From an optimization exercise on the open Yosys and OpenROAD flow, aimed at small area; shortcuts taken in it are not production practice.
Only simulation tests tie the RTL to the original design; equivalence was not proved.
Power and IR drop assume default switching activity.

// frame_gen
module frame_gen #(
    parameter FPS               = 30,
    parameter CLK_FREQ_HZ       = 13200000,
    parameter FVAL2LVAL         = 50,
    parameter LVAL2DVAL         = 80,
    parameter WIDTH             = 640,
    parameter HEIGHT            = 480,
    parameter LVAL_HIGH         = 800,
    parameter LVAL_LOW          = 100,
    parameter BPP               = 8
)(
    input clk,
    input rst,
    input en,                
    input [2:0] sel,         
    output fval,
    output lval,
    output dval,
    output [BPP-1:0] pix_data
    );
wire lval_negedge_out;
wire fval_posedge_out;
wire [9:0] line_pos;
wire [4:0] col_q25;
wire col_mod3_zero;
wire [8:0] line_counter;
frame_timing_gen FRAME_TIME_GEN (
    .clk(clk),
    .rst(rst),
    .en(en),
    .fval(fval),
    .lval(lval),
    .dval(dval),
    .lval_negedge_out(lval_negedge_out),
    .fval_posedge_out(fval_posedge_out),
    .line_pos(line_pos),
    .col_q25(col_q25),
    .col_mod3_zero(col_mod3_zero),
    .line_counter(line_counter)
);  
frame_pattern_gen FRAME_PAT_GEN (
    .clk(clk),
    .rst(rst),
    .sel(sel),
    .dval(dval),
    .lval_negedge(lval_negedge_out),
    .fval_posedge(fval_posedge_out),
    .line_pos(line_pos),
    .col_q25(col_q25),
  ...
Size in the first run: about 75 flip-flops, ~17 I/O pins.
clock: 100.0 ns
lec_check: 0
cap_margin: 20
core_margin: 2
core_utilization: 40
slew_margin: 20
synth_memory_max_bits: 1048576
standard.sh (not shown) runs the stock make flow with config.mk's settings and CLKGATE_MAP_FILE= SYNTH_SCRIPT=/design/flow/synth_recipe.tcl, a recipe that flattens the netlist after the stock synthesis.
==> flow/flow/run.sh <==
#!/bin/bash
# Layout flow: the standard ORFS flow (standard.sh), with
# - its synthesis step run by synth_recipe_mod.tcl (see flow/patch_synth.py)
#   instead of synth_recipe.tcl: the same synthesis up to and including the
#   flip-flop mapping, then no adder cells and an area-oriented abc script;
# - the make variables listed in flow/make_args.txt (one per line): smaller
#   port buffers and clock-tree buffers.
# Each tool's output goes to a log of its own: ORFS writes
# orfs/logs/<platform>/frame_gen/base/*.log, and this script writes
# flow_patch.log (the script patch) and flow_make.log (make, DEF export).
set -euo pipefail
HERE=$(pwd)
cp flow/synth_recipe_mod.tcl flow/abc_min.script "$HERE/"
python3 flow/patch_synth.py "$FLOW_HOME/scripts/synth.tcl" "$HERE/synth_mod.tcl" > flow_patch.log 2>&1
grep -q 'SYNTH_SCRIPT=' standard.sh
sed -e "s#SYNTH_SCRIPT=[^ ]*#SYNTH_SCRIPT=$HERE/synth_recipe_mod.tcl#" standard.sh > flow_standard_mod.sh
args=()
if [[ -f flow/make_args.txt ]]; then
  while IFS= read -r line; do
    [[ -n "$line" && "${line:0:1}" != "#" ]] && args+=("$line")
  done < flow/make_args.txt
fi
bash flow_standard_mod.sh "${args[@]}" finish > flow_make.log 2>&1
test -f out/final.def
==> flow/flow/abc_min.script <==
strash
&get -n
&fraig -x
&put
scorr
dc2
dc2
strash
&get -n
&dch -f
&nf -R 1000 -p -F 10 -A 6
&put
strash
dc2
&get -n
&dch -f
&nf -R 1000 -p -F 16 -A 10 -C 32
&put
strash
dc2
&get -n
&dch -f
&nf -R 1000 -p -F 16 -A 10 -C 32
&put
strash
dc2
&get -n
&dch -f
&nf -R 1000 -p -F 16 -A 10 -C 32
&put
==> flow/flow/make_args.txt <==
BUFFER_PORTS_ARGS=-buffer_cell sky130_fd_sc_hd__buf_1
CTS_ARGS=-sink_clustering_enable -repair_clock_nets -dont_use_dummy_load -buf_list sky130_fd_sc_hd__clkbuf_8
Other scripts of this flow, unchanged in this note and not shown: flow/flow/synth_recipe_mod.tcl, flow/flow/patch_synth.py
The starting point finished with timing, DRC and antenna clean.
Edit:
==> flow/flow/run.sh (replaced) <==
#!/bin/bash
# Layout flow: the standard ORFS flow, with its synthesis step run by
# synth_recipe_mod.tcl (see flow/patch_synth.py) instead of synth_recipe.tcl.
# Each tool's output goes to a log of its own: ORFS writes
# orfs/logs/<platform>/frame_gen/base/*.log, and this script writes
# flow_patch.log (the script patch) and flow_make.log (make, DEF export).
set -euo pipefail
HERE=$(pwd)
cp flow/synth_recipe_mod.tcl flow/abc_min.script "$HERE/"
python3 flow/patch_synth.py "$FLOW_HOME/scripts/synth.tcl" "$HERE/synth_mod.tcl" > flow_patch.log 2>&1
grep -q 'SYNTH_SCRIPT=' standard.sh
sed -e "s#SYNTH_SCRIPT=[^ ]*#SYNTH_SCRIPT=$HERE/synth_recipe_mod.tcl#" standard.sh > flow_standard_mod.sh
bash flow_standard_mod.sh finish > flow_make.log 2>&1
test -f out/final.def
==> flow/flow/abc_min.script (replaced) <==
strash
&get -n
&fraig -x
&put
scorr
dc2
strash
&get -n
&dch -f
&nf -R 1000
&put
removed: flow/flow/make_args.txt
Outcome: The new run went through all stages and came out clean. Flip-flop and latch count is unchanged. Synthesized area climbs by 3.3%. Utilization climbs by 1.5 points. Maximum frequency climbs by 0.52%. Sequential share of layout area decreases by 2.3 points. Synthesized cell count rises by 5.3%. Setup slack is better by 0.11 ns. Cell area grows by 7.6%. Global-route usage came out higher by 1.4 points. Die area rises by 3.2%. Via count rises by 6.1%.
Edit:
--- a/flow/flow/run.sh
+++ b/flow/flow/run.sh
@@ -1,4 +1,8 @@
 #!/bin/bash
-# Layout flow: the standard ORFS flow, with its synthesis step run by
-# synth_recipe_mod.tcl (see flow/patch_synth.py) instead of synth_recipe.tcl.
+# Layout flow: the standard ORFS flow (standard.sh), with
+# - its synthesis step run by synth_recipe_mod.tcl (see flow/patch_synth.py)
+#   instead of synth_recipe.tcl: the same synthesis up to and including the
+#   flip-flop mapping, then no adder cells and an area-oriented abc script;
+# - the make variables listed in flow/make_args.txt (one per line): smaller
+#   port buffers and clock-tree buffers.
 # Each tool's output goes to a log of its own: ORFS writes
@@ -12,3 +16,9 @@
 sed -e "s#SYNTH_SCRIPT=[^ ]*#SYNTH_SCRIPT=$HERE/synth_recipe_mod.tcl#" standard.sh > flow_standard_mod.sh
-bash flow_standard_mod.sh finish > flow_make.log 2>&1
+args=()
+if [[ -f flow/make_args.txt ]]; then
+  while IFS= read -r line; do
+    [[ -n "$line" && "${line:0:1}" != "#" ]] && args+=("$line")
+  done < flow/make_args.txt
+fi
+bash flow_standard_mod.sh "${args[@]}" finish > flow_make.log 2>&1
 test -f out/final.def
==> flow/flow/abc_min.script (replaced) <==
strash
&get -n
&fraig -x
&put
scorr
dc2
dc2
strash
&get -n
&dch -f
&nf -R 1000 -p -F 10 -A 6
&put
strash
dc2
&get -n
&dch -f
&nf -R 1000 -p -F 16 -A 10 -C 32
&put
strash
dc2
&get -n
&dch -f
&nf -R 1000 -p -F 16 -A 10 -C 32
&put
strash
dc2
&get -n
&dch -f
&nf -R 1000 -p -F 16 -A 10 -C 32
&put
==> flow/flow/make_args.txt (new file) <==
BUFFER_PORTS_ARGS=-buffer_cell sky130_fd_sc_hd__buf_1
CTS_ARGS=-sink_clustering_enable -repair_clock_nets -dont_use_dummy_load -buf_list sky130_fd_sc_hd__clkbuf_4 -sink_clustering_size 5
Effect:
- The changed run produced a clean layout
- wire length is lower by a little under a tenth
- utilization is lower by 1.9 points
- sequential power is lower slightly
- non-clock buffer count is lower by 1
- fmax stays flat
- synthesized cell count is lower by a few percent
- worst hold slack is worse by 0.012 ns
- first-iteration DRC count is lower by a few percent
- count of clock-buffer cells in the layout does not change

========
frame_gen, a different RTL version from the one above (not shown whole).
Size in the first run: ~71 flip-flops, ~17 I/O pins.
==> flow/config.mk <==
export PLATFORM = sky130hd
export DESIGN_NAME = frame_gen
export DESIGN_NICKNAME = frame_gen
export VERILOG_FILES = /design/flow/design.v
export SDC_FILE = /design/flow/constraint.sdc
export NUM_CORES = 4
export LEC_CHECK = 0
export CAP_MARGIN = 20
export CORE_MARGIN = 2
export CORE_UTILIZATION = 40
export SLEW_MARGIN = 20
export SYNTH_MEMORY_MAX_BITS = 1048576
==> flow/constraint.sdc <==
create_clock -name core_clock -period 100.0 [get_ports {clk}]
set_input_delay 20.0000 -clock core_clock [delete_from_list [all_inputs] [get_ports {clk}]]
set_output_delay 20.0000 -clock core_clock [all_outputs]
set_load 0.01 [all_outputs]
==> flow/flow/run.sh <==
#!/bin/bash
# Layout flow: the standard ORFS flow (standard.sh), with
# - its synthesis step run by synth_recipe_mod.tcl (see flow/patch_synth.py)
#   instead of synth_recipe.tcl: the same synthesis up to and including the
#   flip-flop mapping, then no adder cells and an area-oriented abc script;
# - the make variables listed in flow/make_args.txt (one per line): smaller
#   port buffers and clock-tree buffers.
# Each tool's output goes to a log of its own: ORFS writes
# orfs/logs/<platform>/frame_gen/base/*.log, and this script writes
# flow_patch.log (the script patch) and flow_make.log (make, DEF export).
set -euo pipefail
HERE=$(pwd)
cp flow/synth_recipe_mod.tcl flow/abc_min.script "$HERE/"
python3 flow/patch_synth.py "$FLOW_HOME/scripts/synth.tcl" "$HERE/synth_mod.tcl" > flow_patch.log 2>&1
grep -q 'SYNTH_SCRIPT=' standard.sh
sed -e "s#SYNTH_SCRIPT=[^ ]*#SYNTH_SCRIPT=$HERE/synth_recipe_mod.tcl#" standard.sh > flow_standard_mod.sh
args=()
if [[ -f flow/make_args.txt ]]; then
  while IFS= read -r line; do
    [[ -n "$line" && "${line:0:1}" != "#" ]] && args+=("$line")
  done < flow/make_args.txt
fi
bash flow_standard_mod.sh "${args[@]}" finish > flow_make.log 2>&1
test -f out/final.def
==> flow/flow/abc_min.script <==
strash
&get -n
&fraig -x
&put
scorr
dc2
dc2
strash
&get -n
&deepsyn -T 150 -I 4
&put
strash
&get -n
&dch -f
&nf -R 1000 -p -F 10 -A 6
&put
Other scripts of this flow, unchanged in this note and not shown: flow/flow/synth_recipe_mod.tcl, flow/flow/make_args.txt, flow/flow/patch_synth.py
Change:
--- a/flow/flow/abc_min.script
+++ b/flow/flow/abc_min.script
@@ -10 +10 @@
-&deepsyn -T 150 -I 4
+&deepsyn -T 60 -I 4
- CORE_UTILIZATION: 40 -> 70
- SYNTH_MEMORY_MAX_BITS: 1048576 -> not set
Result:
- The new run produced a clean layout
- non-clock buffer count shrinks by 1
- routed wire length shrinks by about 1.9%
- synthesized cell count grows by 1.8%
- final area shrinks by 0.99%
- total power shrinks by 8.9%
- global-route usage grows by 14 points
- cell count shrinks by 7.7%

========
v59:
Starting RTL as in the previous note.
Settings: LEC_CHECK=0, CAP_MARGIN=20, CORE_MARGIN=2, CORE_UTILIZATION=40, SLEW_MARGIN=20, SYNTH_MEMORY_MAX_BITS=1048576; clock period 100.0 ns.
==> flow/flow/abc_min.script <==
strash
&get -n
&fraig -x
&put
scorr
dc2
dc2
strash
&get -n
&deepsyn -T 300 -I 4
&put
strash
&get -n
&dch -f
&nf -R 1000 -p -F 10 -A 6
&put
==> flow/flow/synth_recipe_mod.tcl <==
proc synth {args} { yosys synth -nofsm -noshare {*}$args }
source [file dirname [info script]]/synth_mod.tcl
# left out here: clear keep_hierarchy, flatten, clean up, hide names made inside functions, write 1_2_yosys.v
==> flow/flow/make_args.txt <==
BUFFER_PORTS_ARGS=-buffer_cell sky130_fd_sc_hd__buf_1
CTS_ARGS=-sink_clustering_enable -repair_clock_nets -dont_use_dummy_load -root_buf sky130_fd_sc_hd__clkbuf_8 -buf_list sky130_fd_sc_hd__clkbuf_4
==> flow/flow/patch_synth.py <==
# Writes synth_mod.tcl: ORFS's synth.tcl with three changes for a smaller
# netlist; everything up to and including the flip-flop mapping is the same,
# so the registers (names, count, cell types) are those of the standard
# synthesis.
#  1. no Kogge-Stone carry-lookahead map for adders and comparators;
#  2. no extraction of full/half adder cells (abc maps that logic);
#  3. abc runs flow/abc_min.script, an area-oriented script.
import sys
src, dst = sys.argv[1], sys.argv[2]
s = open(src).read()
old = '''  set synth_full_args [concat $synth_full_args \\
    "-extra-map $::env(FLOW_HOME)/platforms/common/lcu_kogge_stone.v"]'''
assert old in s
s = s.replace(old, '  # (no Kogge-Stone carry-lookahead map)')
i = s.index('# Technology mapping of adders')
j = s.index('# Technology mapping of latches')
s = s[:i] + '# (adders are left to abc)\n\n' + s[j:]
old = '  log_cmd abc {*}$abc_args\n'
assert old in s
s = s.replace(old, '  log_cmd abc -script [file dirname [info script]]/abc_min.script {*}[lrange $abc_args 2 end]\n')
open(dst, 'w').write(s)
Scripts as last shown in full above: flow/flow/run.sh
Here is what was changed in the inputs of v5 compared with v59.
==> flow/flow/abc_min.script <==
strash
&get -n
&fraig -x
&put
scorr
dc2
dc2
strash
&get -n
&dch -f
&nf -R 1000 -p -F 10 -A 6
&put
strash
dc2
&get -n
&dch -f
&nf -R 1000 -p -F 16 -A 10 -C 32
&put
strash
dc2
&get -n
&dch -f
&nf -R 1000 -p -F 16 -A 10 -C 32
&put
strash
dc2
&get -n
&dch -f
&nf -R 1000 -p -F 16 -A 10 -C 32
&put
==> flow/flow/make_args.txt <==
BUFFER_PORTS_ARGS=-buffer_cell sky130_fd_sc_hd__buf_1
CTS_ARGS=-repair_clock_nets -dont_use_dummy_load -root_buf sky130_fd_sc_hd__clkbuf_8 -buf_list sky130_fd_sc_hd__clkbuf_4
Findings:
Relative to v59, the multi-input gate area in the final layout measured on v5 has increased by more than 10%.
v5 vs v59: via count of the first global-routing pass up in v5
Summary — routed wire length, v5 relative to v59: higher, by 3.1 mm.
Layout filler cell count for v5 is higher than for v59.
v5 vs. v59: utilization after layout went up by 0.79 points.
v59 → v5: worst setup slack went up 0.069 ns, via count went up 1004.
Against v59, power after layout in v5 came out worse.
Multi-input gate share of total cell area (v5 over v59): increase, 4.0 points
Comparing v5 and v59, met3 routed wirelength is higher on v5.
Edits applied to the flow inputs when going from v5 to v36:
==> flow/flow/abc_min.script <==
strash
&get -n
&fraig -x
&put
scorr
dc2
dc2
strash
&get -n
&deepsyn -T 600 -I 4
&put
strash
&get -n
&dch -f
&nf -R 1000 -p -F 10 -A 6
&put
==> flow/flow/make_args.txt <==
BUFFER_PORTS_ARGS=-buffer_cell sky130_fd_sc_hd__buf_1
CTS_ARGS=-sink_clustering_enable -repair_clock_nets -dont_use_dummy_load -root_buf sky130_fd_sc_hd__clkbuf_8 -buf_list sky130_fd_sc_hd__clkbuf_4
## What came out
v36 ends up with lower worst supply voltage drop on vdd than v5 does. v36 vs v5 — wire length after detailed routing dropped by more than 10%. v36 completed end to end with timing, DRC and antenna clean. The minimum hold slack was comparable across v36 and v5. FRAME_TIME_GEN.line_pos[7] as the launch point of the worst path was reported by v5, and FRAME_TIME_GEN.line_pos[6] by v36. Going from v5 to v36, the first-iteration DRC count was found to have gone down by 5.5%. Compared with v5, in v36 die area now sits lower, global routing usage on met2 now sits lower.
diff inputs: v36 => v34
==> flow/flow/abc_min.script <==
strash
&get -n
&fraig -x
&put
scorr
dc2
strash
&get -n
&dch -f
&nf -R 1000
&put
==> flow/flow/make_args.txt <==
BUFFER_PORTS_ARGS=-buffer_cell sky130_fd_sc_hd__buf_1
CTS_ARGS=-sink_clustering_enable -repair_clock_nets -dont_use_dummy_load -root_buf sky130_fd_sc_hd__clkbuf_16 -tree_buf sky130_fd_sc_hd__clkbuf_4 -buf_list sky130_fd_sc_hd__clkbuf_4
--- outcome ---
- In the metrics for v34 and v36, the one carrying the higher critical path depth is v34.
- On data-path buffer share of cell area in the final layout, v34 tracks v36 almost exactly.
- On hold slack, v34 tracks v36 almost exactly.
- Of v34 and v36, it is v34 that has the higher utilization.
- Proportion of layout cells with a drive suffix above 1: v34 < v36
- The ratio of final minimum period to clock period was comparable across v34 and v36.
- For area share of fa/ha/maj cells after synthesis, v36 and v34 come out practically identical.
- Placeable core region in v34 is 17% higher than in v36
- Largest family of logic cells by synthesized area: simple AND/OR/NAND/NOR gates -> v34, compound AO/OA/AOI/OAI gates -> v36
- Taking v36 as the reference, in v34 number of instances in the synthesized netlist saw an increase, leakage power +17%, routed wire length up about 40%.
Input-level comparison between v12 and v34:
==> flow/flow/abc_min.script <==
strash
&get -n
&fraig -x
&put
scorr
dc2
dc2
strash
&get -n
&dch -f
&nf -R 1000 -p -F 10 -A 6
&put
strash
dc2
&get -n
&dch -f
&nf -R 1000 -p -F 16 -A 10 -C 32
&put
strash
dc2
&get -n
&dch -f
&nf -R 1000 -p -F 16 -A 10 -C 32
&put
strash
dc2
&get -n
&dch -f
&nf -R 1000 -p -F 16 -A 10 -C 32
&put
==> flow/flow/make_args.txt <==
BUFFER_PORTS_ARGS=-buffer_cell sky130_fd_sc_hd__buf_1
CTS_ARGS=-sink_clustering_enable -repair_clock_nets -dont_use_dummy_load -buf_list sky130_fd_sc_hd__clkbuf_8 -sink_clustering_size 18
[summary]
v12 vs. v34: clock network power share went down by 4.1 points. ~same hold slack in v34 and v12. v12 ends up with a power that is about 5.5% lower than in v34. v34 → v12: sequential share of layout area increased by 1.9 points relative to the old numbers; count of non-filler cells in the finished layout decreased by 7.3% relative to the old numbers; non-clock buffer count increased by 1 relative to the old numbers; all-layer global routing usage decreased by 1.2 points relative to the old numbers; share of synthesized area occupied by flip-flops and latches increased by 1.6 points relative to the old numbers. Delta (v12 minus v34): number of placement rows shows a reduction of 1, synthesized instance count shows a reduction of 8.9%.
The following lists how v52 was set up differently from v12:
==> flow/flow/abc_min.script <==
strash
&get -n
&fraig -x
&put
scorr
dc2
strash
&get -n
&dch -f
&nf -R 1000
&put
==> flow/flow/make_args.txt <==
BUFFER_PORTS_ARGS=-buffer_cell sky130_fd_sc_hd__buf_1
CTS_ARGS=-sink_clustering_enable -repair_clock_nets -dont_use_dummy_load -root_buf sky130_fd_sc_hd__clkbuf_8 -tree_buf sky130_fd_sc_hd__clkbuf_4 -buf_list sky130_fd_sc_hd__clkbuf_4
- In v52 the met1 layer usage reported by global route turned out 2.2 points higher than in v12.
- NOTE: signed area change from the synthesized netlist to the final layout in v52 falls short of that of v12
- Re post-CTS repair timing setup buffer count: no difference whatsoever between v12 and v52.
- Between v52 and v12, the difference in share of the clock period used by the worst path after layout is negligible.
- In the tables for v52 and v12, total wire length reads lower with v12.
- Changes observed in v52 relative to v12: final cell count climbed 70, slack of the worst reg-to-reg path dropped 0.12 ns.

-- afterwards: timing with drivers on the ports --
Ports are ideal in the flow. The routed layouts listed here were re-timed in OpenROAD.
Step 1: set_driving_cell puts a clkbuf_16 on clk and a buf_2 on each other input, an assumption about the parent block.
Step 2 also shifts input and output timing later by t, the mid clock arrival at the registers, as if the neighbouring blocks saw the same clock.
a / b / c = ideal ports / drivers / drivers and shift; a / b = the first two.
run	shift t [ns]	setup WS [ns]	pins driven straight from the clock port
the first run of note 1	0.380	77.796 / 77.799 / 77.419	1
the second run of note 1	0.377	77.911 / 77.911 / 77.534	1
the third run of note 1	0.441	77.878 / 77.878 / 77.438	1
the first run of note 2	0.384	77.726 / 77.694 / 77.953	1
the second run of note 2	0.360	76.720 / 76.726 / 76.365	1
v59	0.394	77.380 / 77.344 / 77.738	1
v5	0.394	77.448 / 77.418 / 77.811	1
v36	0.394	77.380 / 77.344 / 77.738	1
v34	0.374	77.510 / 77.469 / 77.844	1
v12	0.394	77.448 / 77.418 / 77.811	1
v52	0.395	77.482 / 77.445 / 77.840	1
After both steps every run listed still meets setup and hold. The setup slack of the third run of note 1, which loses most, moves by 0.000 ns with the drivers and by -0.440 ns with both steps.
